Context: an optimization exercise on an open-source flow, tuned for small area. The choices shown serve that exercise and are no tape-out recipe. Only simulation tests tie the RTL to the original design; equivalence was not proved.

## macrow4
module macrow4(
    input clk,
    input reset_n,
    input enX,
    input[3:0] enW,
    input [15:0] X_i,
    input [15:0] W_i,
    output valid_o,
    output [15:0] Y_o
);
For scale: ~4700 cells after synthesis, roughly 31000 um2 of cells after synthesis.
export LEC_CHECK = 0
export ABC_AREA = 1
export CAP_MARGIN = 20
export CORE_MARGIN = 2
export CORE_UTILIZATION = 40
export SLEW_MARGIN = 20
export SYNTH_HIERARCHICAL = 1
create_clock -name core_clock -period 18.0 [get_ports {clk}]
run.sh (not shown) runs the stock make flow with config.mk's settings and CLKGATE_MAP_FILE= SYNTH_SCRIPT=/design/flow/synth_recipe.tcl, a recipe that flattens the netlist after the stock synthesis.
The first run completed with no timing, DRC or antenna violations.
Edit:
--- a/flow/design.v
+++ b/flow/design.v
@@ -157,21 +157,21 @@
     fa_c u59(.a(n148), .b(n147), .c(n183), .s(n184), .co(n185));
     fa_c u60(.a(n150), .b(n149), .c(n185), .s(n186), .co(n187));
     fa_c u61(.a(n65), .b(n151), .c(n187), .s(n188), .co(n189));
     assign y = {n191, n190, n186, n184, n182, n180, n178, n176, n174, n172, n170, n168};
 endmodule
 module fa_c(input a, input b, input c, output s, output co);
     assign s  = a ^ b ^ c;
     assign co = (a & b) | (a & c) | (b & c);
 endmodule
 module maj_c(input a, input b, input c, output co);
-    assign co = (a & b) | (a & c) | (b & c);
+    assign co = (a & b) | (c & (a | b));
 endmodule
 module ha_c(input a, input b, output s, output co);
     assign s  = a ^ b;
     assign co = a & b;
 endmodule
 `timescale 1ns/1ns
 module macrow4(
     input clk,
     input reset_n,
     input enX,
@@ -191,48 +191,44 @@
             lz = 4'd0;
             for (i = 0; i <= 9; i = i + 1)
                 if (x[i]) lz = 4'd9 - i[3:0];
             mn = x[9:0] << (lz + 4'd1);
             f_dec = {x[15], e0 & ~|x[9:0], &x[14:10], e0 & |x[9:0],
                      e0 ? -{2'b00, lz} : {1'b0, x[14:10]},
                      e0 ? mn : x[9:0]};
         end
     endfunction
     function [15:0] f_post(input [9:0] xa, input [9:0] wb, input [11:0] p);
-        reg       p1, s, d, zero, inf, ovf, q16, big;
-        reg [6:0] E, Eb, Epb, eo7;
-        reg [4:0] sh, eo;
+        reg       p1, s, d, zero, inf, pos, ovf, q16, big;
+        reg [6:0] Ep, F;
+        reg [3:0] sh;
         reg [11:0] pm;
         begin
             p1   = p[11];
-            E    = {xa[5], xa[5:0]} + {wb[5], wb[5:0]};
-            Eb   = E ^ 7'h40;
-            Epb  = Eb + {6'd0, p1};
+            Ep   = {xa[5], xa[5:0]} + {wb[5], wb[5:0]};    
+            F    = Ep + {6'd0, p1};                         
             s    = xa[9] ^ wb[9];
             d    = xa[6] ^ wb[6];
             zero = xa[8] | wb[8] | (xa[6] & wb[6]);
             inf  = xa[7] | wb[7];
-            ovf  = Epb >= 7'd110;             
-            q16  = (E == 7'd16) & ~p1 & d;
-            big  = (Epb >= 7'd80) & ~q16;     
-            if (big)                  sh = {4'd0, p1};
-            else if (q16)             sh = 5'd0;
-            else if (E == 7'd15)      sh = {4'd0, d};
-            else if (Eb < 7'd68)      sh = 5'd12;     
-            else                      sh = 5'd16 - E[4:0];
+            pos  = ~F[6] & |F[5:0];                         
+            ovf  = ~F[6] & (F[5] | &F[4:0]);                
+            q16  = (Ep == 7'd1) & ~p1 & d;
+            big  = pos & ~q16;
+            if (big)                      sh = {3'd0, p1};
+            else if (q16)                 sh = 4'd0;
+            else if (Ep == 7'd0)          sh = {3'd0, d};
+            else if (Ep[6:2] < 5'b11101)  sh = 4'd12;       
+            else                          sh = 4'd1 - Ep[3:0];
             pm   = p >> sh;
-            eo7  = E + {6'd0, p1} - 7'd15;
-            eo   = big ? eo7[4:0] : 5'd0;
-            f_post = inf  ? {s, 5'b11111, 10'd0} :
-                     zero ? {s, 15'd0} :
-                     ovf  ? {s, 5'b11111, 10'd0} :
-                            {s, eo, pm[9:0]};
+            f_post = {s, {5{inf | (~zero & ovf)}} | ((big & ~(inf | zero | ovf)) ? F[4:0] : 5'd0),
+                      (inf | zero | ovf) ? 10'd0 : pm[9:0]};
         end
     endfunction
     function [15:0] f_add(input [15:0] a, input [15:0] b);
         reg        sa, sb, ia, ib, zab, sub, agb, sL, hL, hS, c, st, gt, vz, so, si;
         reg [4:0]  ea, eL, eS, df, eo;
         reg [14:0] L, S;
         reg [20:0] S21;
         reg [12:0] Lv, Sv, V, Vs;
         reg [3:0]  lz, n, k;
         reg [5:0]  dn;
@@ -328,21 +324,22 @@
     wire [19:0] xd = f_dec(X_i);
     reg         x_s, x_z;
     reg  [5:0]  x_e;
     reg  [9:0]  x_m;
     always @(posedge clk) begin
         x_s <= xd[19];
         x_z <= xd[18];
         x_e <= xd[15:10];
         x_m <= xd[9:0];
     end
-    wire [9:0]  x_a = {x_s, x_z, x_e == 6'd31, x_e[5] | (x_e == 6'd0), x_e};
+    wire [5:0]  x_e15 = x_e - 6'd15;
+    wire [9:0]  x_a = {x_s, x_z, x_e == 6'd31, x_e[5] | (x_e == 6'd0), x_e15};
     wire [12:0] x3  = {2'b01, x_m, 1'b0} + {3'b001, x_m};      
     wire [11:0] pm0, pm1, pm2, pm3;
     mant_mul mm0(.a(x_m), .x3(x3), .b(w_m[0 +: 10]),  .y(pm0));
     mant_mul mm1(.a(x_m), .x3(x3), .b(w_m[10 +: 10]), .y(pm1));
     mant_mul mm2(.a(x_m), .x3(x3), .b(w_m[20 +: 10]), .y(pm2));
     mant_mul mm3(.a(x_m), .x3(x3), .b(w_m[30 +: 10]), .y(pm3));
     reg [15:0] r_p0, r_p1, r_p2, r_p3;
     always @(posedge clk) begin
         r_p0 <= f_post(x_a, f_wa(w_s[0], w_z[0], w_e[0 +: 6]),  pm0);
         r_p1 <= f_post(x_a, f_wa(w_s[1], w_z[1], w_e[6 +: 6]),  pm1);
Result:
- fmax shrinks by about 2.5%
- wire length shrinks by about 0.4%
- die area shrinks by 1.2%
- design area shrinks by about 1.3%
- setup slack gets worse by 320 ps
- register-to-register slack gets worse by 320 ps
- area after synthesis shrinks by about 1.2%
- clock skew shrinks by 11 ps

-- afterwards: timing with drivers on the ports --
Ports are ideal in the flow. The routed layouts listed here were re-timed in OpenROAD.
Step 1 (the two cells are an assumption about what drives the block):
set clk [get_ports {clk}]
set_driving_cell -lib_cell sky130_fd_sc_hd__clkbuf_16 $clk
set_driving_cell -lib_cell sky130_fd_sc_hd__buf_2 [delete_from_list [all_inputs] $clk]
Step 2 adds t to the input delays and takes it off the output delays; t is the mean of the earliest and latest rising clock arrival at the registers after step 1. Input paths then give back, and output paths get back, about the clock's delay inside the block.
Three values: ideal ports, drivers, drivers and shift; two values: the first two.
| run | shift t [ns] | setup WS [ns] | worst register clock-pin slew, ns |
|---|---|---|---|
| the first run | 0.621 | 5.388 / 5.388 / 5.388 | 0.07 / 0.07 |
| the second run | 0.618 | 5.066 / 5.066 / 5.066 | 0.07 / 0.07 |
After both steps setup and hold are still met in every run listed.
